Source: an optimization exercise on an open RTL-to-GDS flow (aim: small area, a short achievable clock period and few clock cycles per item). Production flows keep margins and buffers that such runs may drop. No functional check of the RTL was part of any run shown here. No activity file was given, so power comes from the tool's default toggle rates.

`flow/config.mk`:
```
export PLATFORM = sky130hd
export DESIGN_NAME = aq_axi_sdma64
export DESIGN_NICKNAME = aq_axi_sdma64
export VERILOG_FILES = /design/flow/design.v
export SDC_FILE = /design/flow/constraint.sdc
export NUM_CORES = 4
export LEC_CHECK = 0
export ABC_CLOCK_PERIOD_IN_PS = 2000
export CAP_MARGIN = 20
export CORE_MARGIN = 2
export CORE_UTILIZATION = 45
export CTS_CLUSTER_DIAMETER = 60
export CTS_CLUSTER_SIZE = 30
export PLACE_DENSITY = 0.6
export SETUP_SLACK_MARGIN = 3.5
export SLEW_MARGIN = 20
```
`flow/design.v`:
```
module aq_axi_sdma64_ctrl
(
  input         ARESETN,
  input         ACLK,
  input [7:0]   S_AXI_AWADDR,
  input         S_AXI_AWVALID,
  output        S_AXI_AWREADY,
  input [31:0]  S_AXI_WDATA,
  input         S_AXI_WVALID,
  output        S_AXI_WREADY,
  output        S_AXI_BVALID,
  input         S_AXI_BREADY,
  input [7:0]   S_AXI_ARADDR,
  input         S_AXI_ARVALID,
  output        S_AXI_ARREADY,
  output [31:0] S_AXI_RDATA,
  output        S_AXI_RVALID,
  input         S_AXI_RREADY,
  output        INTERRUPT,
  output        MASTER_RST,
  output        WR_START,
  output [31:0] WR_ADRS,
  output [31:0] WR_COUNT,
  input         WR_READY,
  input         WR_INT,
  input         WR_FIFO_EMPTY,
  input         WR_FIFO_FULL,
  output        RD_START,
  output [31:0] RD_ADRS,
  output [31:0] RD_COUNT,
  input         RD_READY,
  input         RD_INT,
  input         RD_FIFO_EMPTY,
  input         RD_FIFO_FULL
);
  localparam I_STATUS     = 6'h00;
  localparam I_INT_STATUS = 6'h01;
  localparam I_INT_MASK   = 6'h02;
  localparam I_WR_START   = 6'h04;
  localparam I_WR_ADRS    = 6'h05;
  localparam I_WR_COUNT   = 6'h06;
  localparam I_RD_START   = 6'h08;
  localparam I_RD_ADRS    = 6'h09;
  localparam I_RD_COUNT   = 6'h0A;
  localparam I_TESTDATA   = 6'h0C;
  reg         bvalid, rvalid, idle;
  reg [31:0]  rdata;
  reg         intr;
  wire        wr_ena = idle & S_AXI_AWVALID & S_AXI_WVALID;
  wire        rd_ena = idle & S_AXI_ARVALID & ~S_AXI_AWVALID;
  wire [5:0]  widx   = S_AXI_AWADDR[7:2];
  wire [5:0]  ridx   = S_AXI_ARADDR[7:2];
  wire        bvalid_n = wr_ena | (bvalid & ~S_AXI_BREADY);
  wire        rvalid_n = rd_ena | (rvalid & ~S_AXI_RREADY);
  reg           reg_master_reset;
  reg           reg_wr_start1, reg_rd_start1;
  reg           reg_wr_start2, reg_rd_start2;
  reg [31:0]    reg_wr_adrs, reg_rd_adrs;
  reg [31:0]    reg_wr_count, reg_rd_count;
  reg [31:0]    reg_testdata;
  reg [31:0]    reg_int_mask;
  reg [1:0]     reg_int;
  reg [31:0]    rdata_n;
  always @(*) begin
    case(ridx)
      I_STATUS:     rdata_n = {reg_master_reset, 31'd0};
      I_INT_STATUS: rdata_n = {30'd0, reg_int};
      I_INT_MASK:   rdata_n = reg_int_mask;
      I_WR_START:   rdata_n = {12'd0, WR_FIFO_EMPTY, WR_FIFO_EMPTY, WR_FIFO_FULL, WR_FIFO_FULL, 7'd0, WR_READY, 6'd0, reg_wr_start2, reg_wr_start1};
      I_WR_ADRS:    rdata_n = reg_wr_adrs;
      I_WR_COUNT:   rdata_n = reg_wr_count;
      I_RD_START:   rdata_n = {12'd0, RD_FIFO_EMPTY, RD_FIFO_EMPTY, RD_FIFO_FULL, RD_FIFO_FULL, 7'd0, RD_READY, 6'd0, reg_rd_start2, reg_rd_start1};
      I_RD_ADRS:    rdata_n = reg_rd_adrs;
      I_RD_COUNT:   rdata_n = reg_rd_count;
      I_TESTDATA:   rdata_n = reg_testdata;
      default:      rdata_n = 32'd0;
    endcase
  end
  always @(posedge ACLK or negedge ARESETN) begin
    if(!ARESETN) begin
      bvalid <= 1'b0;
      rvalid <= 1'b0;
      idle   <= 1'b0;
    end else begin
      bvalid <= bvalid_n;
      rvalid <= rvalid_n;
      idle   <= ~bvalid_n & ~rvalid_n;
    end
  end
  always @(posedge ACLK) begin
    if(rd_ena) rdata <= rdata_n;
  end
  assign S_AXI_AWREADY = idle;
  assign S_AXI_WREADY  = idle;
  assign S_AXI_ARREADY = idle;
  assign S_AXI_BVALID  = bvalid;
  assign S_AXI_RVALID  = rvalid;
  assign S_AXI_RDATA   = rdata;
  wire w_status   = wr_ena & (widx == I_STATUS);
  wire w_int_stat = wr_ena & (widx == I_INT_STATUS);
  wire w_int_mask = wr_ena & (widx == I_INT_MASK);
  wire w_wr_start = wr_ena & (widx == I_WR_START);
  wire w_wr_adrs  = wr_ena & (widx == I_WR_ADRS);
  wire w_wr_count = wr_ena & (widx == I_WR_COUNT);
  wire w_rd_start = wr_ena & (widx == I_RD_START);
  wire w_rd_adrs  = wr_ena & (widx == I_RD_ADRS);
  wire w_rd_count = wr_ena & (widx == I_RD_COUNT);
  wire w_testdata = wr_ena & (widx == I_TESTDATA);
  wire [1:0] int_n;
  assign int_n[0] = WR_INT | (reg_int[0] & ~(w_int_stat & S_AXI_WDATA[0]));
  assign int_n[1] = RD_INT | (reg_int[1] & ~(w_int_stat & S_AXI_WDATA[1]));
  wire [1:0] mask_n = w_int_mask ? S_AXI_WDATA[1:0] : reg_int_mask[1:0];
  always @(posedge ACLK or negedge ARESETN) begin
    if(!ARESETN) begin
      reg_master_reset <= 1'b0;
      reg_wr_adrs      <= 32'd0;
      reg_wr_count     <= 32'd0;
      reg_rd_adrs      <= 32'd0;
      reg_rd_count     <= 32'd0;
      reg_wr_start1    <= 1'b0;
      reg_wr_start2    <= 1'b0;
      reg_rd_start1    <= 1'b0;
      reg_rd_start2    <= 1'b0;
      reg_int_mask     <= 32'd0;
      reg_int          <= 2'd0;
      reg_testdata     <= 32'd0;
      intr             <= 1'b0;
    end else begin
      if(w_status)   reg_master_reset <= S_AXI_WDATA[31];
      if(w_int_mask) reg_int_mask     <= S_AXI_WDATA;
      if(w_wr_start) reg_wr_start2    <= S_AXI_WDATA[1];
      if(w_wr_adrs)  reg_wr_adrs      <= S_AXI_WDATA;
      if(w_wr_count) reg_wr_count     <= S_AXI_WDATA;
      if(w_rd_start) reg_rd_start2    <= S_AXI_WDATA[1];
      if(w_rd_adrs)  reg_rd_adrs      <= S_AXI_WDATA;
      if(w_rd_count) reg_rd_count     <= S_AXI_WDATA;
      if(w_testdata) reg_testdata     <= S_AXI_WDATA;
      if(!WR_READY)        reg_wr_start1 <= 1'b0;
      else if(w_wr_start)  reg_wr_start1 <= S_AXI_WDATA[0];
      if(!RD_READY)        reg_rd_start1 <= 1'b0;
      else if(w_rd_start)  reg_rd_start1 <= S_AXI_WDATA[0];
      reg_int <= int_n;
      intr    <= |(int_n & mask_n);
    end
  end
  assign WR_START   = reg_wr_start1 | reg_wr_start2;
  assign WR_ADRS    = reg_wr_adrs;
  assign WR_COUNT   = reg_wr_count;
  assign RD_START   = reg_rd_start1 | reg_rd_start2;
  assign RD_ADRS    = reg_rd_adrs;
  assign RD_COUNT   = reg_rd_count;
  assign MASTER_RST = reg_master_reset;
  assign INTERRUPT  = intr;
endmodule
module aq_axi_sdma64_master
(
  input         ARESETN,
  input         ACLK,
  output [31:0] M_AXI_AWADDR,
  output [7:0]  M_AXI_AWLEN,
  output        M_AXI_AWVALID,
  input         M_AXI_AWREADY,
  output        M_AXI_WLAST,
  output        M_AXI_WVALID,
  input         M_AXI_WREADY,
  input         M_AXI_BVALID,
  output        M_AXI_BREADY,
  output [31:0] M_AXI_ARADDR,
  output [7:0]  M_AXI_ARLEN,
  output        M_AXI_ARVALID,
  input         M_AXI_ARREADY,
  input         M_AXI_RLAST,
  input         M_AXI_RVALID,
  input         MASTER_RST,
  input         WR_START,
  input [31:0]  WR_ADRS,
  input [31:0]  WR_LEN,
  output        WR_READY,
  output        WR_INT,
  output        WR_FIFO_RE,
  input         WR_FIFO_EMPTY,
  input         RD_START,
  input [31:0]  RD_ADRS,
  input [31:0]  RD_LEN,
  output        RD_READY,
  output        RD_LAST,
  output        RD_INT,
  output        RD_FIFO_WE,
  input         RD_FIFO_READY     
);
  localparam OUTST = 2'd3;
  reg         w_busy, aw_pend, awvalid;
  reg [28:0]  aw_addr;        
  reg [7:0]   aw_len;
  reg [20:0]  aw_f;           
  reg         aw_z;           
  reg [7:0]   w_l;            
  reg [1:0]   wq, bq;         
  reg         w_act;          
  reg [7:0]   wbeat;
  reg         wlast;
  reg         aw_hs_d;        
  wire [7:0]  w_li     = WR_LEN[10:3] - 8'd1;
  wire        w_z0     = (WR_LEN[10:3] == 8'd0);
  wire        w_start  = WR_START & ~w_busy;
  wire        aw_hs    = awvalid & M_AXI_AWREADY;
  wire        aw_final = (aw_f == {20'd0, aw_z});
  wire        w_vld    = w_act & ~WR_FIFO_EMPTY;
  wire        w_hs     = w_vld & M_AXI_WREADY;
  wire        b_hs     = M_AXI_BVALID & (bq != 2'd0);
  wire        w_done   = b_hs & ~aw_pend & (bq == 2'd1);
  wire        aw_pend_n = aw_pend & ~(aw_hs & aw_final);
  wire [1:0]  bq_n      = bq + {1'b0, aw_hs} - {1'b0, b_hs};
  wire [1:0]  wq_n      = wq + {1'b0, aw_hs} - {1'b0, w_hs & wlast};
  wire [7:0]  wbeat_n   = w_hs ? (wlast ? 8'd0 : wbeat + 8'd1) : wbeat;
  wire        w_l0      = (w_l == 8'd0);
  wire        w_fin_cur = ~aw_pend & (wq == 2'd1);
  wire        w_inc_last = ((wbeat + 8'd1) == (w_fin_cur ? w_l : 8'hFF));
  wire        w_end_last = w_l0 & (aw_hs ? (aw_final & (wq == 2'd1)) : (~aw_pend & (wq == 2'd2)));
  wire        w_new_last = aw_hs & aw_final & w_l0;
  wire        wlast_n    = w_hs ? (wlast ? w_end_last : w_inc_last)
                                : ((wq == 2'd0) ? w_new_last : wlast);
  always @(posedge ACLK or negedge ARESETN) begin
    if(!ARESETN) begin
      w_busy  <= 1'b0;
      aw_pend <= 1'b0;
      awvalid <= 1'b0;
      wq      <= 2'd0;
      bq      <= 2'd0;
      w_act   <= 1'b0;
      wbeat   <= 8'd0;
      aw_hs_d <= 1'b0;
    end else if(MASTER_RST) begin
      w_busy  <= 1'b0;
      aw_pend <= 1'b0;
      awvalid <= 1'b0;
      wq      <= 2'd0;
      bq      <= 2'd0;
      w_act   <= 1'b0;
      wbeat   <= 8'd0;
      aw_hs_d <= 1'b0;
    end else if(w_start) begin
      w_busy  <= 1'b1;
      aw_pend <= 1'b1;
      awvalid <= 1'b1;
    end else begin
      if(w_done) w_busy <= 1'b0;
      aw_pend <= aw_pend_n;
      awvalid <= aw_pend_n & ~aw_hs & (bq_n != OUTST);
      aw_hs_d <= aw_hs & ~aw_final;
      wq      <= wq_n;
      bq      <= bq_n;
      w_act   <= (wq_n != 2'd0);
      wbeat   <= wbeat_n;
    end
  end
  always @(posedge ACLK) begin
    wlast <= wlast_n;
    if(w_start) begin
      aw_addr <= WR_ADRS[31:3];
      aw_f    <= WR_LEN[31:11];
      aw_z    <= w_z0;
      aw_len  <= (WR_LEN[31:11] == {20'd0, w_z0}) ? w_li : 8'hFF;
      w_l     <= w_li;
    end else if(aw_hs_d) begin
      aw_addr[28:8] <= aw_addr[28:8] + 21'd1;
      aw_f          <= aw_f - 21'd1;
      aw_len        <= (aw_f == {19'd0, aw_z, ~aw_z}) ? w_l : 8'hFF;
    end
  end
  assign M_AXI_AWADDR  = {aw_addr, 3'b000};
  assign M_AXI_AWLEN   = aw_len;
  assign M_AXI_AWVALID = awvalid;
  assign M_AXI_WLAST   = wlast;
  assign M_AXI_WVALID  = w_vld;
  assign M_AXI_BREADY  = 1'b1;
  assign WR_FIFO_RE    = w_hs;
  assign WR_INT        = w_done;
  assign WR_READY      = ~w_busy;
  reg         r_busy, ar_pend, arvalid;
  reg [28:0]  ar_addr;
  reg [7:0]   ar_len;
  reg [20:0]  ar_f;
  reg         ar_z;
  reg [7:0]   r_l;
  reg [1:0]   rq;             
  reg         ar_hs_d;
  wire [7:0]  r_l0     = RD_LEN[10:3] - 8'd1;
  wire        r_z0     = (RD_LEN[10:3] == 8'd0);
  wire        r_start  = RD_START & ~r_busy;
  wire        ar_hs    = arvalid & M_AXI_ARREADY;
  wire        ar_final = (ar_f == {20'd0, ar_z});
  wire        r_hs     = M_AXI_RVALID & RD_FIFO_READY;
  wire        r_final  = ~ar_pend & (rq == 2'd1);
  wire        r_end    = r_hs & M_AXI_RLAST & (rq != 2'd0);
  wire        r_done   = r_end & r_final;
  wire        ar_pend_n = ar_pend & ~(ar_hs & ar_final);
  wire [1:0]  rq_n      = rq + {1'b0, ar_hs} - {1'b0, r_end};
  always @(posedge ACLK or negedge ARESETN) begin
    if(!ARESETN) begin
      r_busy  <= 1'b0;
      ar_pend <= 1'b0;
      arvalid <= 1'b0;
      rq      <= 2'd0;
      ar_hs_d <= 1'b0;
    end else if(r_start) begin
      r_busy  <= 1'b1;
      ar_pend <= 1'b1;
      arvalid <= 1'b1;
    end else begin
      if(r_done) r_busy <= 1'b0;
      ar_pend <= ar_pend_n;
      arvalid <= ar_pend_n & ~ar_hs & (rq_n != OUTST);
      ar_hs_d <= ar_hs & ~ar_final;
      rq      <= rq_n;
    end
  end
  always @(posedge ACLK) begin
    if(r_start) begin
      ar_addr <= RD_ADRS[31:3];
      ar_f    <= RD_LEN[31:11];
      ar_z    <= r_z0;
      ar_len  <= (RD_LEN[31:11] == {20'd0, r_z0}) ? r_l0 : 8'hFF;
      r_l     <= r_l0;
    end else if(ar_hs_d) begin
      ar_addr[28:8] <= ar_addr[28:8] + 21'd1;
      ar_f          <= ar_f - 21'd1;
      ar_len        <= (ar_f == {19'd0, ar_z, ~ar_z}) ? r_l : 8'hFF;
    end
  end
  assign M_AXI_ARADDR  = {ar_addr, 3'b000};
  assign M_AXI_ARLEN   = ar_len;
  assign M_AXI_ARVALID = arvalid;
  assign RD_FIFO_WE    = r_hs;
  assign RD_LAST       = M_AXI_RLAST & r_final;
  assign RD_INT        = r_done;
  assign RD_READY      = ~r_busy;
endmodule
module aq_axi_sdma64_fifo
#(
  parameter W = 64
)
(
  input          RST_N,
  input          RST,
  input          CLK,
  input          WREN,
  input [W-1:0]  DI,
  output         FULL,
  output         NFULL,       
  input          RDEN,
  output [W-1:0] DO,
  output         EMPTY
);
  reg [W-1:0] head, skid;
  reg         hv, sv;           
  reg         nf;               
  wire we = WREN & nf;
  wire re = RDEN & hv;
  always @(posedge CLK) begin
    if((re & (sv | we)) | (we & ~hv)) head <= sv ? skid : DI;
    if(we & hv & ~re)                 skid <= DI;
  end
  always @(posedge CLK or negedge RST_N) begin
    if(!RST_N) begin
      hv <= 1'b0;
      sv <= 1'b0;
      nf <= 1'b0;
    end else if(RST) begin
      hv <= 1'b0;
      sv <= 1'b0;
      nf <= 1'b1;
    end else begin
      hv <= sv | we | (hv & ~re);
      sv <= (sv & ~re) | (we & hv & ~re);
      nf <= ~((sv & ~re) | (we & hv & ~re));
    end
  end
  assign DO    = head;
  assign FULL  = sv;
  assign NFULL = nf;
  assign EMPTY = ~hv;
endmodule
module aq_axi_sdma64
(
  input         ARESETN,
  input         ACLK,
  input [15:0]  S_AXI_AWADDR,
  input [3:0]   S_AXI_AWCACHE,
  input [2:0]   S_AXI_AWPROT,
  input         S_AXI_AWVALID,
  output        S_AXI_AWREADY,
  input [31:0]  S_AXI_WDATA,
  input [3:0]   S_AXI_WSTRB,
  input         S_AXI_WVALID,
  output        S_AXI_WREADY,
  output        S_AXI_BVALID,
  input         S_AXI_BREADY,
  output [1:0]  S_AXI_BRESP,
  input [15:0]  S_AXI_ARADDR,
  input [3:0]   S_AXI_ARCACHE,
  input [2:0]   S_AXI_ARPROT,
  input         S_AXI_ARVALID,
  output        S_AXI_ARREADY,
  output [31:0] S_AXI_RDATA,
  output [1:0]  S_AXI_RRESP,
  output        S_AXI_RVALID,
  input         S_AXI_RREADY,
  output [0:0]  M_AXI_AWID,
  output [31:0] M_AXI_AWADDR,
  output [7:0]  M_AXI_AWLEN,
  output [2:0]  M_AXI_AWSIZE,
  output [1:0]  M_AXI_AWBURST,
  output        M_AXI_AWLOCK,
  output [3:0]  M_AXI_AWCACHE,
  output [2:0]  M_AXI_AWPROT,
  output [3:0]  M_AXI_AWQOS,
  output [0:0]  M_AXI_AWUSER,
  output        M_AXI_AWVALID,
  input         M_AXI_AWREADY,
  output [63:0] M_AXI_WDATA,
  output [7:0]  M_AXI_WSTRB,
  output        M_AXI_WLAST,
  output [0:0]  M_AXI_WUSER,
  output        M_AXI_WVALID,
  input         M_AXI_WREADY,
  input [0:0]   M_AXI_BID,
  input [1:0]   M_AXI_BRESP,
  input [0:0]   M_AXI_BUSER,
  input         M_AXI_BVALID,
  output        M_AXI_BREADY,
  output [0:0]  M_AXI_ARID,
  output [31:0] M_AXI_ARADDR,
  output [7:0]  M_AXI_ARLEN,
  output [2:0]  M_AXI_ARSIZE,
  output [1:0]  M_AXI_ARBURST,
  output [1:0]  M_AXI_ARLOCK,
  output [3:0]  M_AXI_ARCACHE,
  output [2:0]  M_AXI_ARPROT,
  output [3:0]  M_AXI_ARQOS,
  output [0:0]  M_AXI_ARUSER,
  output        M_AXI_ARVALID,
  input         M_AXI_ARREADY,
  input [0:0]   M_AXI_RID,
  input [63:0]  M_AXI_RDATA,
  input [1:0]   M_AXI_RRESP,
  input         M_AXI_RLAST,
  input [0:0]   M_AXI_RUSER,
  input         M_AXI_RVALID,
  output        M_AXI_RREADY,
  input [63:0]  W_AXIS_TDATA,
  input         W_AXIS_TVALID,
  output        W_AXIS_TREADY,
  input [7:0]   W_AXIS_TSTRB,
  input         W_AXIS_TKEEP,
  input         W_AXIS_TLAST,
  output [63:0] R_AXIS_TDATA,
  output        R_AXIS_TVALID,
  input         R_AXIS_TREADY,
  output        R_AXIS_TLAST,
  input         W_FRAME_SYNC,
  input         R_FRAME_SYNC,
  output        INTERRUPT
);
  wire        master_rst;
  wire        wr_start, wr_ready, wr_int;
  wire [31:0] wr_adrs, wr_len;
  wire        wr_fifo_re, wr_fifo_empty, wr_fifo_full;
  wire        rd_start, rd_ready, rd_last, rd_int;
  wire [31:0] rd_adrs, rd_len;
  wire        rd_fifo_we, rd_fifo_full, rd_fifo_empty;
  aq_axi_sdma64_ctrl u_aq_axi_sdma64_ctrl
  (
    .ARESETN        ( ARESETN ),
    .ACLK           ( ACLK ),
    .S_AXI_AWADDR   ( S_AXI_AWADDR[7:0] ),
    .S_AXI_AWVALID  ( S_AXI_AWVALID ),
    .S_AXI_AWREADY  ( S_AXI_AWREADY ),
    .S_AXI_WDATA    ( S_AXI_WDATA ),
    .S_AXI_WVALID   ( S_AXI_WVALID ),
    .S_AXI_WREADY   ( S_AXI_WREADY ),
    .S_AXI_BVALID   ( S_AXI_BVALID ),
    .S_AXI_BREADY   ( S_AXI_BREADY ),
    .S_AXI_ARADDR   ( S_AXI_ARADDR[7:0] ),
    .S_AXI_ARVALID  ( S_AXI_ARVALID ),
    .S_AXI_ARREADY  ( S_AXI_ARREADY ),
    .S_AXI_RDATA    ( S_AXI_RDATA ),
    .S_AXI_RVALID   ( S_AXI_RVALID ),
    .S_AXI_RREADY   ( S_AXI_RREADY ),
    .INTERRUPT      ( INTERRUPT ),
    .MASTER_RST     ( master_rst ),
    .WR_START       ( wr_start ),
    .WR_ADRS        ( wr_adrs ),
    .WR_COUNT       ( wr_len ),
    .WR_READY       ( wr_ready ),
    .WR_INT         ( wr_int ),
    .WR_FIFO_EMPTY  ( wr_fifo_empty ),
    .WR_FIFO_FULL   ( wr_fifo_full ),
    .RD_START       ( rd_start ),
    .RD_ADRS        ( rd_adrs ),
    .RD_COUNT       ( rd_len ),
    .RD_READY       ( rd_ready ),
    .RD_INT         ( rd_int ),
    .RD_FIFO_EMPTY  ( rd_fifo_empty ),
    .RD_FIFO_FULL   ( rd_fifo_full )
  );
  assign S_AXI_BRESP = 2'b00;
  assign S_AXI_RRESP = 2'b00;
  aq_axi_sdma64_master u_aq_axi_sdma64_master
  (
    .ARESETN        ( ARESETN ),
    .ACLK           ( ACLK ),
    .M_AXI_AWADDR   ( M_AXI_AWADDR ),
    .M_AXI_AWLEN    ( M_AXI_AWLEN ),
    .M_AXI_AWVALID  ( M_AXI_AWVALID ),
    .M_AXI_AWREADY  ( M_AXI_AWREADY ),
    .M_AXI_WLAST    ( M_AXI_WLAST ),
    .M_AXI_WVALID   ( M_AXI_WVALID ),
    .M_AXI_WREADY   ( M_AXI_WREADY ),
    .M_AXI_BVALID   ( M_AXI_BVALID ),
    .M_AXI_BREADY   ( M_AXI_BREADY ),
    .M_AXI_ARADDR   ( M_AXI_ARADDR ),
    .M_AXI_ARLEN    ( M_AXI_ARLEN ),
    .M_AXI_ARVALID  ( M_AXI_ARVALID ),
    .M_AXI_ARREADY  ( M_AXI_ARREADY ),
    .M_AXI_RLAST    ( M_AXI_RLAST ),
    .M_AXI_RVALID   ( M_AXI_RVALID ),
    .MASTER_RST     ( master_rst ),
    .WR_START       ( wr_start & W_FRAME_SYNC ),
    .WR_ADRS        ( wr_adrs ),
    .WR_LEN         ( wr_len ),
    .WR_READY       ( wr_ready ),
    .WR_INT         ( wr_int ),
    .WR_FIFO_RE     ( wr_fifo_re ),
    .WR_FIFO_EMPTY  ( wr_fifo_empty ),
    .RD_START       ( rd_start & R_FRAME_SYNC ),
    .RD_ADRS        ( rd_adrs ),
    .RD_LEN         ( rd_len ),
    .RD_READY       ( rd_ready ),
    .RD_LAST        ( rd_last ),
    .RD_INT         ( rd_int ),
    .RD_FIFO_WE     ( rd_fifo_we ),
    .RD_FIFO_READY  ( M_AXI_RREADY )
  );
  assign M_AXI_AWID    = 1'b0;
  assign M_AXI_AWSIZE  = 3'b011;
  assign M_AXI_AWBURST = 2'b01;
  assign M_AXI_AWLOCK  = 1'b0;
  assign M_AXI_AWCACHE = 4'b0011;
  assign M_AXI_AWPROT  = 3'b000;
  assign M_AXI_AWQOS   = 4'b0000;
  assign M_AXI_AWUSER  = 1'b1;
  assign M_AXI_WSTRB   = 8'hFF;
  assign M_AXI_WUSER   = 1'b1;
  assign M_AXI_ARID    = 1'b0;
  assign M_AXI_ARSIZE  = 3'b011;
  assign M_AXI_ARBURST = 2'b01;
  assign M_AXI_ARLOCK  = 2'b00;
  assign M_AXI_ARCACHE = 4'b0011;
  assign M_AXI_ARPROT  = 3'b000;
  assign M_AXI_ARQOS   = 4'b0000;
  assign M_AXI_ARUSER  = 1'b1;
  aq_axi_sdma64_fifo #(.W(65)) u_aq_axi_sdma64_rfifo
  (
    .RST_N    ( ARESETN ),
    .RST      ( master_rst ),
    .CLK      ( ACLK ),
    .WREN     ( rd_fifo_we ),
    .DI       ( {rd_last, M_AXI_RDATA} ),
    .FULL     ( rd_fifo_full ),
    .NFULL    ( M_AXI_RREADY ),
    .RDEN     ( R_AXIS_TREADY ),
    .DO       ( {R_AXIS_TLAST, R_AXIS_TDATA} ),
    .EMPTY    ( rd_fifo_empty )
  );
  assign R_AXIS_TVALID = ~rd_fifo_empty;
  aq_axi_sdma64_fifo #(.W(64)) u_aq_axi_sdma64_wfifo
  (
    .RST_N    ( ARESETN ),
    .RST      ( master_rst ),
    .CLK      ( ACLK ),
    .WREN     ( W_AXIS_TVALID ),
    .DI       ( W_AXIS_TDATA ),
    .FULL     ( wr_fifo_full ),
    .NFULL    ( W_AXIS_TREADY ),
    .RDEN     ( wr_fifo_re ),
    .DO       ( M_AXI_WDATA ),
    .EMPTY    ( wr_fifo_empty )
  );
endmodule
```
`flow/constraint.sdc`:
```
create_clock -name core_clock -period 5.5 [get_ports {ACLK}]
set_input_delay 1.1000 -clock core_clock [delete_from_list [all_inputs] [get_ports {ACLK}]]
set_output_delay 1.1000 -clock core_clock [all_outputs]
set_load 0.01 [all_outputs]
```
`flow/run.sh`:
```
#!/bin/bash
# synth_recipe.tcl (not shown) runs the flow's synth.tcl, then flattens the netlist and writes it again
# the make line also repeats each setting of config.mk as NAME=value (left out here)
make -C /OpenROAD-flow-scripts/flow DESIGN_CONFIG=/design/flow/config.mk WORK_HOME=/design/flow/orfs CLKGATE_MAP_FILE= SYNTH_SCRIPT=/design/flow/synth_recipe.tcl finish
```
==> results of run 1 <==
## area by class of cell
class,instances,share of cell area (%)
clock buffers,57,3.46
diodes,2,0.0129
flip-flops and latches,657,47.9
well taps,837,2.70
repair inverters,2,0.0419
repair buffers,684,16.4
inverters,44,0.529
clock inverters,35,0.957
multi-input cells,1224,28.0
## routing by layer
layer	routed length (um)	global-route usage (%)
met2	41800	42.0
met5	25	0
met1	34000	32.4
met4	2250	7.68
met3	5610	5.30
## state kept, by name (all words and copies together) (netlist names), 8 cells and up
name	cells
u_aq_axi_sdma64_ctrl.rdata	32
u_aq_axi_sdma64_ctrl.reg_int_mask	32
u_aq_axi_sdma64_ctrl.reg_rd_adrs	32
u_aq_axi_sdma64_ctrl.reg_rd_count	32
u_aq_axi_sdma64_ctrl.reg_testdata	32
u_aq_axi_sdma64_ctrl.reg_wr_adrs	32
u_aq_axi_sdma64_ctrl.reg_wr_count	32
u_aq_axi_sdma64_master.ar_addr	29
u_aq_axi_sdma64_master.ar_f	21
u_aq_axi_sdma64_master.ar_len	8
u_aq_axi_sdma64_master.aw_addr	29
u_aq_axi_sdma64_master.aw_f	21
u_aq_axi_sdma64_master.aw_len	8
u_aq_axi_sdma64_master.r_l	8
u_aq_axi_sdma64_master.w_l	8
u_aq_axi_sdma64_master.wbeat	8
u_aq_axi_sdma64_rfifo.head	65
u_aq_axi_sdma64_rfifo.skid	65
u_aq_axi_sdma64_wfifo.head	64
u_aq_axi_sdma64_wfifo.skid	64
## critical path, delay by kind of cell, from the launching register on
family                 cells  cell delay, ns
and+or+nand+nor            1            0.16
buffers and inverters      1            0.12
DFF                        1            0.42
## worst min-delay path by stage
stage / startpoint / end / slack, ns / cells after the start
floorplan: u_aq_axi_sdma64_master.r_busy / u_aq_axi_sdma64_ctrl.reg_rd_start1 / 0.43 / 1
global placement: u_aq_axi_sdma64_master.r_busy / u_aq_axi_sdma64_ctrl.reg_rd_start1 / 0.45 / 1
detailed placement: u_aq_axi_sdma64_master.r_busy / u_aq_axi_sdma64_ctrl.reg_rd_start1 / 0.45 / 1
CTS: u_aq_axi_sdma64_master.r_busy / u_aq_axi_sdma64_ctrl.reg_rd_start1 / 0.46 / 1
global route: u_aq_axi_sdma64_master.r_busy / u_aq_axi_sdma64_ctrl.reg_rd_start1 / 0.49 / 1
finish: u_aq_axi_sdma64_master.r_busy / u_aq_axi_sdma64_ctrl.reg_rd_start1 / 0.47 / 1
## power groups by stage
stage          Combinational, mW  Sequential (mW)  Clock [mW]
2_1_floorplan               1.63             7.11           0
3_3_place_gp                3.27             6.99           0
3_5_place_dp                3.32             7.03           0
4_1_cts                     3.45             6.85        3.96
5_1_grt                     3.91             6.96        4.14
6_report                    3.61             6.87        3.87
## timing repair
item	CTS	global route
endpoints found under the setup margin	1014	644
cloned	29	5
buffers inserted	146	50
resized for setup	1328	164
pin swaps	70	73
## cells in the final DEF, fill, tap and decap left out, types with 9 or more instances in the layout
| cell | netlist | final |
|---|---|---|
| ha_1 | 14 | 9 |
| mux2_2 | 312 | 138 |
| clkbuf_16 | 0 | 57 |
| buf_16 | 0 | 20 |
| conb_1 | 2 | 59 |
| a31oi_1 | 9 | 9 |
| a22oi_1 | 85 | 40 |
| clkdlybuf4s50_1 | 0 | 164 |
| buf_6 | 0 | 79 |
| edfxtp_1 | 425 | 425 |
| buf_8 | 0 | 14 |
| nor3_1 | 28 | 13 |
| nand3_1 | 62 | 51 |
| nor2_1 | 101 | 69 |
| nand4_1 | 9 | 9 |
| nor2_4 | 0 | 23 |
| nand2_1 | 157 | 134 |
| a21oi_1 | 46 | 37 |
| or3_4 | 4 | 11 |
| buf_2 | 19 | 211 |
| nor2_2 | 2 | 14 |
| mux2_4 | 0 | 184 |
| a22oi_2 | 0 | 45 |
| o21ai_0 | 73 | 38 |
| xor2_1 | 49 | 44 |
| inv_1 | 43 | 36 |
| nor4_1 | 26 | 17 |
| dfrtp_1 | 232 | 224 |
| inv_8 | 0 | 10 |
| nand2_2 | 0 | 18 |
| buf_4 | 61 | 150 |
| buf_12 | 0 | 32 |
| xnor2_1 | 57 | 55 |
| and3_1 | 10 | 9 |
| o21ai_1 | 13 | 47 |
| nor3_4 | 1 | 19 |
## through the flow
stage               std cells  total power, mW  util (%)  hold WS, ns  instance area [um^2]
floorplan                2062             8.74         -        0.425                 29800
global placement         3218             10.3      55.5        0.445                 34300
detailed placement       3218             10.3      55.5        0.449                 34300
CTS                      3485             14.3      60.9        0.459                 37600
global route             3541             15.0      62.8        0.489                 38800
finish                   3542             14.4      62.8        0.470                 38800
## cells by family (layout without fill, tap and decap cells)
family	count (synthesis)	count (layout)	share of synthesized area, %
XOR/XNOR	106	106	3.29
buffers and inverters	188	822	3.40
flip-flops	657	657	65.9
AO/OA/AOI/OAI	254	255	5.65
other	2	61	0.0267
adder cells (fa/ha/maj)	14	14	0.622
multiplexers	326	326	13.0
AND/OR/NAND/NOR	458	464	8.11
==> results.yml, run 1 <==
timing:
  final.min_clock_period_ns: 2.42
  setup_slack_ns: 3.08
  fmax_ghz: 0.414
  setup-tns-final_ns: 0
  finalSetupViolCount: 0
  min_period_over_period_pct: 43.9
  finalClockSkew_ns: 0.0385
  rsz0062_at_grt: "yes"
  tightest_slew_ns: 1.00
  relSlewSlack_pct: 33.2
  finalHoldViolCount: 0
  maxSlewViolCount: 0
logic_synthesis:
  netlist_area_um2: 28200
  ys_seq_area_share_pct: 65.9
  synth.distinct_cells: 62
  synth-edff-count: 425
  yosys_warnings: 4
  synth.most_common_cell: "edfxtp_1"
  netlist_top_cells_count: "425 x edfxtp_1, 312 x mux2_2, 232 x dfrtp_1, 157 x nand2_1, 101 x nor2_1"
  synth_ff_type: "edfxtp_1"
  avgSynthCellArea_um2: 14.1
  syn_inst: 2005
  async_reset_ff_share_pct: 35.3
  synth_seq_cells: 657
  synth_top_cells_by_area: "edfxtp_1 45%, dfrtp_1 21%, mux2_2 12%, a22oi_1 2.3%, nand2_1 2.1%"
  yosysTopAreaCell: "edfxtp_1"
  synth_top_area_share_pct: 45.3
grt:
  grt_overflow: 0
  grt_pass1_vias: 19600
  grt_pass1_wl_um: 122000
  grt_max_degree: 146
  grt_use_total_pct: 24.9
  antenna_found_initial: 4
power:
  p_clk_share_pct: 27.0
  irDropWorstVdd_mv: 0.324
  p_comb_share_pct: 25.1
  power_report.internal_total_mw: 9.97
  p_sw_mw: 4.39
  swShare_pct: 30.5
  power.density_nw_per_um2: 370
  pwr-share-seq_pct: 47.9
  leakage_nw: 15.4
clock_tree:
  clk_latency_ns: 0.62
  h-tree-depth: 2
  hold_buffers: 0
  root_buffer: "clkbuf_16"
  cts_tree: "yes"
  numCtsBuffers: 49
  clk_path_buf_depth: 3
  clk_pin_slew_ns: 0.08
  clock_sinks: 657
drt:
  drt_first_pass_iters: 7
  postRouteAntennaNets: 0
  drc: 0
  drt_iter0_drc: 1212
  vias: 19300
  avgViaCountPerCell: 5.44
  routedWlPerCell_um: 23.6
  wl_um: 83700
critical_path:
  r2r_setup_slack_ns: 3.24
  reg2reg_from: "u_aq_axi_sdma64_master.ar_f[7]"
  cp.required_ns: 4.40
  criticalPathCategory: "flip-flop to primary output"
  ff2ff_path_depth: 6
  cpMaxStageDelayCell: "dfrtp_2"
  crit_start: "u_aq_axi_sdma64_wfifo.hv"
  start_kind: "flip-flop"
  max_stage_delay_ns: 0.42
  r2r-end: "u_aq_axi_sdma64_master.ar_len[0]"
  path_cells: "and2_4 -> buf_6"
  setup.worst_path.end: "M_AXI_WVALID"
  crit_fanout: 2
  end_kind: "primary output"
  cp.arrival_ns: 1.32
cells_and_area:
  seq_area_um2: 18600
  nets: 2921
  drive_above_1_share_pct: 43.0
  fillers: 4769
  multi_input_area_um2: 10900
  area_delta_synth_final_pct: 37.8
floorplan:
  io_pins: 552
  rows: 91
  initial_core_util_pct: 45.6
  die_h_um: 254
  coreArea_um2: 61800
  dieArea_um2: 64600
  dieWidth_um: 254
placement:
  numPortBuffers: 436
  hpwl_um: 49900
  place_worst_setup_slack_ns: 1.55
  place.gp.congestion: 0.811
job:
  drv_cap: 0
status:
  status: "finished clean"
min_path:
  hp-class: "flip-flop to flip-flop"
==> run 2: changes to the inputs <==
--- a/flow/design.v
+++ b/flow/design.v
@@ -80,16 +80,15 @@
     if(!ARESETN) begin
       bvalid <= 1'b0;
       rvalid <= 1'b0;
-      idle   <= 1'b0;
+      idle   <= 1'b1;
+      rdata  <= 32'd0;
     end else begin
       bvalid <= bvalid_n;
       rvalid <= rvalid_n;
       idle   <= ~bvalid_n & ~rvalid_n;
+      if(rd_ena) rdata <= rdata_n;
     end
   end
-  always @(posedge ACLK) begin
-    if(rd_ena) rdata <= rdata_n;
-  end
   assign S_AXI_AWREADY = idle;
   assign S_AXI_WREADY  = idle;
   assign S_AXI_ARREADY = idle;
@@ -171,6 +170,7 @@
   input         M_AXI_ARREADY,
   input         M_AXI_RLAST,
   input         M_AXI_RVALID,
+  output        M_AXI_RREADY,
   input         MASTER_RST,
   input         WR_START,
   input [31:0]  WR_ADRS,
@@ -186,7 +186,7 @@
   output        RD_LAST,
   output        RD_INT,
   output        RD_FIFO_WE,
-  input         RD_FIFO_READY     
+  input         RD_FIFO_FULL
 );
   localparam OUTST = 2'd3;
   reg         w_busy, aw_pend, awvalid;
@@ -199,8 +199,7 @@
   reg         w_act;          
   reg [7:0]   wbeat;
   reg         wlast;
-  reg         aw_hs_d;        
-  wire [7:0]  w_li     = WR_LEN[10:3] - 8'd1;
+  wire [7:0]  w_l0     = WR_LEN[10:3] - 8'd1;
   wire        w_z0     = (WR_LEN[10:3] == 8'd0);
   wire        w_start  = WR_START & ~w_busy;
   wire        aw_hs    = awvalid & M_AXI_AWREADY;
@@ -213,13 +212,7 @@
   wire [1:0]  bq_n      = bq + {1'b0, aw_hs} - {1'b0, b_hs};
   wire [1:0]  wq_n      = wq + {1'b0, aw_hs} - {1'b0, w_hs & wlast};
   wire [7:0]  wbeat_n   = w_hs ? (wlast ? 8'd0 : wbeat + 8'd1) : wbeat;
-  wire        w_l0      = (w_l == 8'd0);
-  wire        w_fin_cur = ~aw_pend & (wq == 2'd1);
-  wire        w_inc_last = ((wbeat + 8'd1) == (w_fin_cur ? w_l : 8'hFF));
-  wire        w_end_last = w_l0 & (aw_hs ? (aw_final & (wq == 2'd1)) : (~aw_pend & (wq == 2'd2)));
-  wire        w_new_last = aw_hs & aw_final & w_l0;
-  wire        wlast_n    = w_hs ? (wlast ? w_end_last : w_inc_last)
-                                : ((wq == 2'd0) ? w_new_last : wlast);
+  wire        w_final_n = ~aw_pend_n & (wq_n == 2'd1);
   always @(posedge ACLK or negedge ARESETN) begin
     if(!ARESETN) begin
       w_busy  <= 1'b0;
@@ -229,7 +222,6 @@
       bq      <= 2'd0;
       w_act   <= 1'b0;
       wbeat   <= 8'd0;
-      aw_hs_d <= 1'b0;
     end else if(MASTER_RST) begin
       w_busy  <= 1'b0;
       aw_pend <= 1'b0;
@@ -238,7 +230,6 @@
       bq      <= 2'd0;
       w_act   <= 1'b0;
       wbeat   <= 8'd0;
-      aw_hs_d <= 1'b0;
     end else if(w_start) begin
       w_busy  <= 1'b1;
       aw_pend <= 1'b1;
@@ -246,8 +237,7 @@
     end else begin
       if(w_done) w_busy <= 1'b0;
       aw_pend <= aw_pend_n;
-      awvalid <= aw_pend_n & ~aw_hs & (bq_n != OUTST);
-      aw_hs_d <= aw_hs & ~aw_final;
+      awvalid <= aw_pend_n & (bq_n != OUTST);
       wq      <= wq_n;
       bq      <= bq_n;
       w_act   <= (wq_n != 2'd0);
@@ -255,14 +245,14 @@
     end
   end
   always @(posedge ACLK) begin
-    wlast <= wlast_n;
+    wlast <= (wbeat_n == (w_final_n ? w_l : 8'hFF));
     if(w_start) begin
       aw_addr <= WR_ADRS[31:3];
       aw_f    <= WR_LEN[31:11];
       aw_z    <= w_z0;
-      aw_len  <= (WR_LEN[31:11] == {20'd0, w_z0}) ? w_li : 8'hFF;
-      w_l     <= w_li;
-    end else if(aw_hs_d) begin
+      aw_len  <= (WR_LEN[31:11] == {20'd0, w_z0}) ? w_l0 : 8'hFF;
+      w_l     <= w_l0;
+    end else if(aw_hs & ~aw_final) begin
       aw_addr[28:8] <= aw_addr[28:8] + 21'd1;
       aw_f          <= aw_f - 21'd1;
       aw_len        <= (aw_f == {19'd0, aw_z, ~aw_z}) ? w_l : 8'hFF;
@@ -284,13 +274,12 @@
   reg         ar_z;
   reg [7:0]   r_l;
   reg [1:0]   rq;             
-  reg         ar_hs_d;
   wire [7:0]  r_l0     = RD_LEN[10:3] - 8'd1;
   wire        r_z0     = (RD_LEN[10:3] == 8'd0);
   wire        r_start  = RD_START & ~r_busy;
   wire        ar_hs    = arvalid & M_AXI_ARREADY;
   wire        ar_final = (ar_f == {20'd0, ar_z});
-  wire        r_hs     = M_AXI_RVALID & RD_FIFO_READY;
+  wire        r_hs     = M_AXI_RVALID & ~RD_FIFO_FULL;
   wire        r_final  = ~ar_pend & (rq == 2'd1);
   wire        r_end    = r_hs & M_AXI_RLAST & (rq != 2'd0);
   wire        r_done   = r_end & r_final;
@@ -302,7 +291,6 @@
       ar_pend <= 1'b0;
       arvalid <= 1'b0;
       rq      <= 2'd0;
-      ar_hs_d <= 1'b0;
     end else if(r_start) begin
       r_busy  <= 1'b1;
       ar_pend <= 1'b1;
@@ -310,8 +298,7 @@
     end else begin
       if(r_done) r_busy <= 1'b0;
       ar_pend <= ar_pend_n;
-      arvalid <= ar_pend_n & ~ar_hs & (rq_n != OUTST);
-      ar_hs_d <= ar_hs & ~ar_final;
+      arvalid <= ar_pend_n & (rq_n != OUTST);
       rq      <= rq_n;
     end
   end
@@ -322,7 +309,7 @@
       ar_z    <= r_z0;
       ar_len  <= (RD_LEN[31:11] == {20'd0, r_z0}) ? r_l0 : 8'hFF;
       r_l     <= r_l0;
-    end else if(ar_hs_d) begin
+    end else if(ar_hs & ~ar_final) begin
       ar_addr[28:8] <= ar_addr[28:8] + 21'd1;
       ar_f          <= ar_f - 21'd1;
       ar_len        <= (ar_f == {19'd0, ar_z, ~ar_z}) ? r_l : 8'hFF;
@@ -331,6 +318,7 @@
   assign M_AXI_ARADDR  = {ar_addr, 3'b000};
   assign M_AXI_ARLEN   = ar_len;
   assign M_AXI_ARVALID = arvalid;
+  assign M_AXI_RREADY  = ~RD_FIFO_FULL;
   assign RD_FIFO_WE    = r_hs;
   assign RD_LAST       = M_AXI_RLAST & r_final;
   assign RD_INT        = r_done;
@@ -347,15 +335,13 @@
   input          WREN,
   input [W-1:0]  DI,
   output         FULL,
-  output         NFULL,       
   input          RDEN,
   output [W-1:0] DO,
   output         EMPTY
 );
   reg [W-1:0] head, skid;
   reg         hv, sv;           
-  reg         nf;               
-  wire we = WREN & nf;
+  wire we = WREN & ~sv;
   wire re = RDEN & hv;
   always @(posedge CLK) begin
     if((re & (sv | we)) | (we & ~hv)) head <= sv ? skid : DI;
@@ -365,20 +351,16 @@
     if(!RST_N) begin
       hv <= 1'b0;
       sv <= 1'b0;
-      nf <= 1'b0;
     end else if(RST) begin
       hv <= 1'b0;
       sv <= 1'b0;
-      nf <= 1'b1;
     end else begin
       hv <= sv | we | (hv & ~re);
       sv <= (sv & ~re) | (we & hv & ~re);
-      nf <= ~((sv & ~re) | (we & hv & ~re));
     end
   end
   assign DO    = head;
   assign FULL  = sv;
-  assign NFULL = nf;
   assign EMPTY = ~hv;
 endmodule
 module aq_axi_sdma64
@@ -525,6 +507,7 @@
     .M_AXI_ARREADY  ( M_AXI_ARREADY ),
     .M_AXI_RLAST    ( M_AXI_RLAST ),
     .M_AXI_RVALID   ( M_AXI_RVALID ),
+    .M_AXI_RREADY   ( M_AXI_RREADY ),
     .MASTER_RST     ( master_rst ),
     .WR_START       ( wr_start & W_FRAME_SYNC ),
     .WR_ADRS        ( wr_adrs ),
@@ -540,7 +523,7 @@
     .RD_LAST        ( rd_last ),
     .RD_INT         ( rd_int ),
     .RD_FIFO_WE     ( rd_fifo_we ),
-    .RD_FIFO_READY  ( M_AXI_RREADY )
+    .RD_FIFO_FULL   ( rd_fifo_full )
   );
   assign M_AXI_AWID    = 1'b0;
   assign M_AXI_AWSIZE  = 3'b011;
@@ -568,7 +551,6 @@
     .WREN     ( rd_fifo_we ),
     .DI       ( {rd_last, M_AXI_RDATA} ),
     .FULL     ( rd_fifo_full ),
-    .NFULL    ( M_AXI_RREADY ),
     .RDEN     ( R_AXIS_TREADY ),
     .DO       ( {R_AXIS_TLAST, R_AXIS_TDATA} ),
     .EMPTY    ( rd_fifo_empty )
@@ -582,9 +564,9 @@
     .WREN     ( W_AXIS_TVALID ),
     .DI       ( W_AXIS_TDATA ),
     .FULL     ( wr_fifo_full ),
-    .NFULL    ( W_AXIS_TREADY ),
     .RDEN     ( wr_fifo_re ),
     .DO       ( M_AXI_WDATA ),
     .EMPTY    ( wr_fifo_empty )
   );
+  assign W_AXIS_TREADY = ~wr_fifo_full;
 endmodule
==> flow/config.mk (replaced) <==
export PLATFORM = sky130hd
export DESIGN_NAME = aq_axi_sdma64
export DESIGN_NICKNAME = aq_axi_sdma64
export VERILOG_FILES = /design/flow/design.v
export SDC_FILE = /design/flow/constraint.sdc
export NUM_CORES = 4
export LEC_CHECK = 0
export CAP_MARGIN = 20
export CORE_MARGIN = 2
export CORE_UTILIZATION = 45
export PLACE_DENSITY = 0.6
export SLEW_MARGIN = 20
==> results.yml, run 2 <==
status:
  status: "finished clean"
cells_and_area:
  multi_input_area_um2: 9210
  layout_common_cells: "435 x clkdlybuf4s50_1, 392 x edfxtp_1, 319 x mux2_2"
  area_delta_synth_final_pct: 26.7
  drive_above_1_share_pct: 18.9
  reg.largest.list: "u_aq_axi_sdma64_rfifo.head (65), u_aq_axi_sdma64_rfifo.skid (65)"
  final_common_cell: "clkdlybuf4s50_1"
  fin_util_pct: 57.7
  seq_area_um2: 18300
  nets: 2746
  fillers: 5041
clock_tree:
  numCtsBuffers: 72
  clk_pin_slew_ns: 0.06
  cts_tree: "yes"
  post_cts_buffers: 0
  cts_resized: 0
  root_buffer: "clkbuf_16"
  hold_buffers: 0
  clk_path_buf_depth: 3
  clk_latency_ns: 0.60
  h-tree-depth: 3
  clock_sinks: 653
critical_path:
  cp_top_family: "simple AND/OR/NAND/NOR gates"
  crit_fanout: 8
  crit_buf_inv: 2
  cp.required_ns: 6.04
  cpMaxStageDelayCell: "clkdlybuf4s50_1"
  end_kind: "flip-flop"
  path_cells: "clkdlybuf4s50_1 -> and3_1 -> and2_1 -> ha_1 -> inv_1 -> ha_1 -> xor2_1 -> xnor2_1 -> nand2_1 -> or2_1 -> a2111oi_1 -> a311oi_1 -> and4b_1"
  max_stage_delay_ns: 0.52
  criticalPathCategory: "input pin to flip-flop"
  cp.arrival_ns: 4.25
  start_kind: "input pin"
  cpMostUsedCell: "ha_1"
drt:
  drc: 0
  routedWlPerCell_um: 23.4
  drt_first_pass_iters: 6
  avgViaCountPerCell: 5.46
  drt_iter0_drc: 1541
  postRouteAntennaNets: 0
  wl_um: 79100
  vias: 18500
timing:
  setup-tns-final_ns: 0
  relSlewSlack_pct: 29.1
  finalHoldViolCount: 0
  finalSetupViolCount: 0
  finalClockSkew_ns: 0.0172
  final.min_clock_period_ns: 3.71
  min_period_over_period_pct: 67.5
  setup_slack_ns: 1.79
  maxSlewViolCount: 0
  rsz0062_at_grt: "no"
  whs_ns: 0.487
  fmax_ghz: 0.269
  tightest_slew_ns: 1.06
logic_synthesis:
  yosys_warnings: 4
  synth_top_cells_by_area: "edfxtp_1 42%, dfrtp_1 23%, mux2_2 13%, nand2_1 2.3%, buf_4 1.6%"
  synth.most_common_cell: "edfxtp_1"
  synth-edff-count: 392
  avgSynthCellArea_um2: 13.8
  synth_seq_cells: 653
  synth_ff_type: "edfxtp_1"
  syn_inst: 2042
  yosysTopAreaCell: "edfxtp_1"
  netlist_area_um2: 28200
  async_reset_ff_share_pct: 39.8
  ys_seq_area_share_pct: 65.0
  netlist_top_cells_count: "392 x edfxtp_1, 319 x mux2_2, 259 x dfrtp_1, 175 x nand2_1, 94 x nor2_1"
  synth_top_area_share_pct: 41.8
  synth.distinct_cells: 71
power:
  leakage_nw: 13.7
  finalPower_mw: 13.9
  irDropWorstVdd_mv: 0.209
  power.density_nw_per_um2: 389
floorplan:
  initial_core_util_pct: 45.5
  io_pins: 552
  rows: 91
  dieWidth_um: 254
  coreArea_um2: 61800
  dieArea_um2: 64600
  die_h_um: 254
grt:
  grt_max_degree: 101
  grt_pass1_wl_um: 118000
  grt_overflow: 0
  antenna_found_initial: 8
  grt_use_total_pct: 24.2
  grt_pass1_vias: 18700
min_path:
  hp-class: "flip-flop to flip-flop"
placement:
  place.gp.congestion: 0.846
  numPortBuffers: 436
  place_worst_setup_slack_ns: 1.24
  hpwl_um: 54400
job:
  drv_cap: 0
[run 2: path summary, 6_finish.rpt]
check | from | to | slack, ns | cells past startpoint
setup / recovery | M_AXI_WREADY | u_aq_axi_sdma64_master.wlast | 1.79 | 13
hold / removal | u_aq_axi_sdma64_master.r_busy | u_aq_axi_sdma64_ctrl.reg_rd_start1 | 0.49 | 1
setup reg to reg | u_aq_axi_sdma64_master.ar_f[4] | u_aq_axi_sdma64_master.ar_addr[12] | 2.21 | 6
hold reg to reg | u_aq_axi_sdma64_master.r_busy | u_aq_axi_sdma64_ctrl.reg_rd_start1 | 0.49 | 1
max in group asynchronous | ARESETN | u_aq_axi_sdma64_wfifo.sv | 3.75 | 2
min in group asynchronous | ARESETN | u_aq_axi_sdma64_ctrl.rdata[17] | 0.51 | 1
[run 2: layer usage]
layer	global-route usage [%]	part of all wire (%)	vias to the layer above
met5	0	0.037	-
met2	39.5	48	642
met1	32.8	43	9359
li1	-	-	8398
met4	6.86	2.1	4
met3	5.33	7.1	99
[run 2: final cells by class]
class                           instances  area share [%]
Sequential cell                       653            51.3
Multi-Input combinational cell       1249            25.8
Timing Repair Buffer                  467            12.9
Clock buffer                          102            5.81
Tap cell                              837            2.94
Clock inverter                         30           0.695
Inverter                               43           0.456
Antenna cell                            6          0.0421
[run 2: stage by stage]
| step | instances | instance area, um^2 |
|---|---|---|
| after floorplan | 2099 | 28400 |
| after global placement | 3249 | 33300 |
| after detailed placement | 3249 | 33300 |
| after CTS | 3381 | 35700 |
| after global routing | 3381 | 35700 |
| final | 3387 | 35700 |
[run 2: report_power, final]
group          switching, mW  total (mW)  internal, mW  leakage, nW
registers              0.406        6.49          6.08         7.13
clock network           1.94        4.76          2.82         1.13
logic                   1.38        2.64          1.26         5.48
total                   3.73        13.9          10.2         13.7
[run 2: worst register-to-register path: cells and delay by family (launching register included)]
family | cells | cell delay, ns
simple gates | 4 | 2.05
buf+inv | 1 | 0.34
flops | 1 | 0.40
compound gates | 1 | 0.05
[run 2: kinds of logic after synthesis]
group | Yosys count | synth area share, %
compound gates | 273 | 6.60
fa+ha+maj | 15 | 0.666
simple gates | 475 | 8.09
xor+xnor | 99 | 3.08
buf+inv | 197 | 3.47
flops | 653 | 65.0
other cells | 2 | 0.0267
mux | 328 | 13.1
==> run 3: changes to the inputs <==
--- a/flow/config.mk
+++ b/flow/config.mk
@@ -5,8 +5,10 @@
 export SDC_FILE = /design/flow/constraint.sdc
 export NUM_CORES = 4
 export LEC_CHECK = 0
+export ABC_CLOCK_PERIOD_IN_PS = 2200
 export CAP_MARGIN = 20
 export CORE_MARGIN = 2
 export CORE_UTILIZATION = 45
 export PLACE_DENSITY = 0.6
+export SETUP_SLACK_MARGIN = 3.2
 export SLEW_MARGIN = 20
==> results.yml, run 3 <==
grt:
  grt_pass1_wl_um: 123000
  top_usage_layer: "met2"
  grt_overflow: 0
  grt_max_degree: 128
  grt_use_met1_pct: 33.0
  grt_pass1_vias: 19500
  antenna_found_initial: 8
  grt_use_met2_pct: 42.3
  use_met3_pct: 6.35
  grt_use_total_pct: 25.5
power:
  power.density_nw_per_um2: 383
  finalPower_mw: 14.4
  irDropWorstVdd_mv: 0.220
  leakage_nw: 15.1
logic_synthesis:
  netlist_top_cells_count: "392 x edfxtp_1, 319 x mux2_2, 259 x dfrtp_1, 175 x nand2_1, 94 x nor2_1"
  synth.distinct_cells: 71
  yosys_warnings: 4
  ys_seq_area_share_pct: 65.0
  avgSynthCellArea_um2: 13.8
  synth_ff_type: "edfxtp_1"
  synth_top_area_share_pct: 41.8
  synth.most_common_cell: "edfxtp_1"
  syn_inst: 2042
  synth_top_cells_by_area: "edfxtp_1 42%, dfrtp_1 23%, mux2_2 13%, nand2_1 2.3%, buf_4 1.6%"
  yosysTopAreaCell: "edfxtp_1"
  netlist_area_um2: 28200
  async_reset_ff_share_pct: 39.8
  synth_seq_cells: 653
  synth-edff-count: 392
timing:
  final.min_clock_period_ns: 2.72
  fmax_ghz: 0.368
  relSlewSlack_pct: 26.4
  finalHoldViolCount: 0
  finalSetupViolCount: 0
  rsz0062_at_grt: "yes"
  finalClockSkew_ns: 0.0205
  maxSlewViolCount: 0
  setup-tns-final_ns: 0
  whs_ns: 0.465
  tightest_slew_ns: 1.10
  min_period_over_period_pct: 49.4
min_path:
  min-delay-start: "u_aq_axi_sdma64_master.r_busy"
  hp-class: "flip-flop to flip-flop"
  hold_path_end: "u_aq_axi_sdma64_ctrl.reg_rd_start1"
  whs_path_depth: 1
floorplan:
  die_h_um: 254
  coreArea_um2: 61800
  rows: 91
  dieWidth_um: 254
  io_pins: 552
  dieArea_um2: 64600
  initial_core_util_pct: 45.5
drt:
  postRouteAntennaNets: 0
  drt_iter0_drc: 1463
  wl_um: 84900
  drt_first_pass_iters: 6
  vias: 19500
  avgViaCountPerCell: 5.46
  drc: 0
  routedWlPerCell_um: 23.9
critical_path:
  crit_fanout: 8
  cp_top_family: "simple AND/OR/NAND/NOR gates"
  cp.required_ns: 6.04
  reg2reg_from: "u_aq_axi_sdma64_master.aw_f[17]"
  max_stage_delay_ns: 0.29
  cp.depth: 13
  end_kind: "flip-flop"
  cp.arrival_ns: 3.26
  cpMaxStageDelayCell: "or2_4"
  r2r-end: "u_aq_axi_sdma64_master.wlast"
  criticalPathCategory: "input pin to flip-flop"
  start_kind: "input pin"
  crit_buf_inv: 2
  ff2ff_path_depth: 7
  r2r_setup_slack_ns: 2.81
  path_cells: "buf_8 -> and3_4 -> and2_4 -> ha_4 -> inv_2 -> ha_4 -> xor2_2 -> xnor2_2 -> nand2_2 -> or2_4 -> o21ai_0 -> a311oi_2 -> and4b_1"
  cpMostUsedCell: "ha_4"
cells_and_area:
  nets: 2922
  reg.largest.list: "u_aq_axi_sdma64_rfifo.head (65), u_aq_axi_sdma64_rfifo.skid (65)"
  area_delta_synth_final_pct: 33.2
  layout_common_cells: "392 x edfxtp_1, 253 x dfrtp_1, 245 x mux2_2"
  final_common_cell: "edfxtp_1"
  drive_above_1_share_pct: 38.3
clock_tree:
  root_buffer: "clkbuf_16"
  clk_path_buf_depth: 3
  hold_buffers: 0
  cts_tree: "yes"
  h-tree-depth: 3
  clock_sinks: 653
  clk_pin_slew_ns: 0.06
  clk_latency_ns: 0.60
  numCtsBuffers: 73
placement:
  hpwl_um: 53000
  place.gp.congestion: 0.842
  numPortBuffers: 436
job:
  drv_cap: 0
status:
  status: "finished clean"
run 3: cell counts after synthesis:
No cell type changed its count.
run 3: what timing repair did:
item	in CTS	in global routing
endpoints found under the setup margin	972	441
setup buffers	131	27
endpoints found under the hold margin	0	0
resized for setup	1181	72
cloned	17	6
pin swaps	41	32
run 3: final cells by class:
class / count / area, um^2
repair buffers: 631 / 5250
inverters: 43 / 183
well taps: 837 / 1050
flip-flops and latches: 653 / 18300
diodes: 2 / 5.00
fillers: 4930 / 24300
clock inverters: 34 / 310
clock buffers: 100 / 2120
multi-input cells: 1260 / 10300
run 3: power breakdown:
group          internal, mW  total (mW)  switching (mW)
clock                  2.95        4.95            2.01
combinational          1.37        2.98            1.60
sequential             6.07        6.45           0.378
run 3: worst max-delay path by stage:
stage | end | startpoint | slack, ns
floorplan | u_aq_axi_sdma64_master.wlast | M_AXI_WREADY | 2.03
global placement | u_aq_axi_sdma64_master.wlast | M_AXI_WREADY | 1.40
detailed placement | u_aq_axi_sdma64_master.wlast | M_AXI_WREADY | 1.38
CTS | u_aq_axi_sdma64_master.wlast | M_AXI_WREADY | 2.77
global route | u_aq_axi_sdma64_master.wlast | M_AXI_WREADY | 2.68
finish | u_aq_axi_sdma64_master.wlast | M_AXI_WREADY | 2.78
run 3: kinds of logic (layout without fill, tap and decap cells):
logic type                 Yosys count  after routing  share of synthesized area (%)
xor gates and xnor gates            99             99                           3.08
buffers and inverters              197            808                           3.47
and+or+nand+nor                    475            485                           8.09
other                                2             61                         0.0267
AOI/OAI and AO/OA                  273            274                           6.60
muxes                              328            328                           13.1
DFF                                653            653                           65.0
adders and majority gates           15             15                          0.666
run 3: metrics by stage:
stage	worst slack, ns	std cells	cell area [um^2]	utilization (%)
6_report	2.78	3560	37500	60.7
5_1_grt	2.68	3559	37500	60.7
4_1_cts	2.77	3525	37000	59.9
3_5_place_dp	1.38	3243	33900	54.8
3_3_place_gp	1.40	3243	33900	54.8
2_1_floorplan	2.03	2099	29400	-
run 3: routing by layer:
layer  wire length (um)  share of wire [%]
met5                 60              0.071
met4               2420                2.8
met3               6360                7.5
met2              41000                 48
met1              35100                 41

[afterwards: timing with drivers on the ports]
No port has a modelled driver above. Below, the same layouts with a new extraction and two added sets of constraints.
Step 1 assumes that a clkbuf_16 drives the clock port and a buf_2 every other input.
Step 2 moves the port delays by t, midway between the first and last clock arrival at a register: inputs arrive t later, outputs are due t later. That takes back most of the time a late clock gives input paths.
a / b / c = ideal / step 1 / step 2; a / b = the first two.
run | shift t [ns] | setup slack, ns | worst setup path after step 2 | worst data-port slew with drivers (ns)
run 1 | 0.668 | 3.084 / 3.020 / 2.668 | input to register | 0.13
run 2 | 0.652 | 1.786 / 1.794 / 1.142 | input to register | 0.14
run 3 | 0.659 | 2.785 / 2.809 / 2.154 | input to register | 0.10
After both steps every run listed still meets setup and hold. For run 2, which loses most, drivers alone change the setup slack by +0.008 ns; drivers and shift together by -0.644 ns.
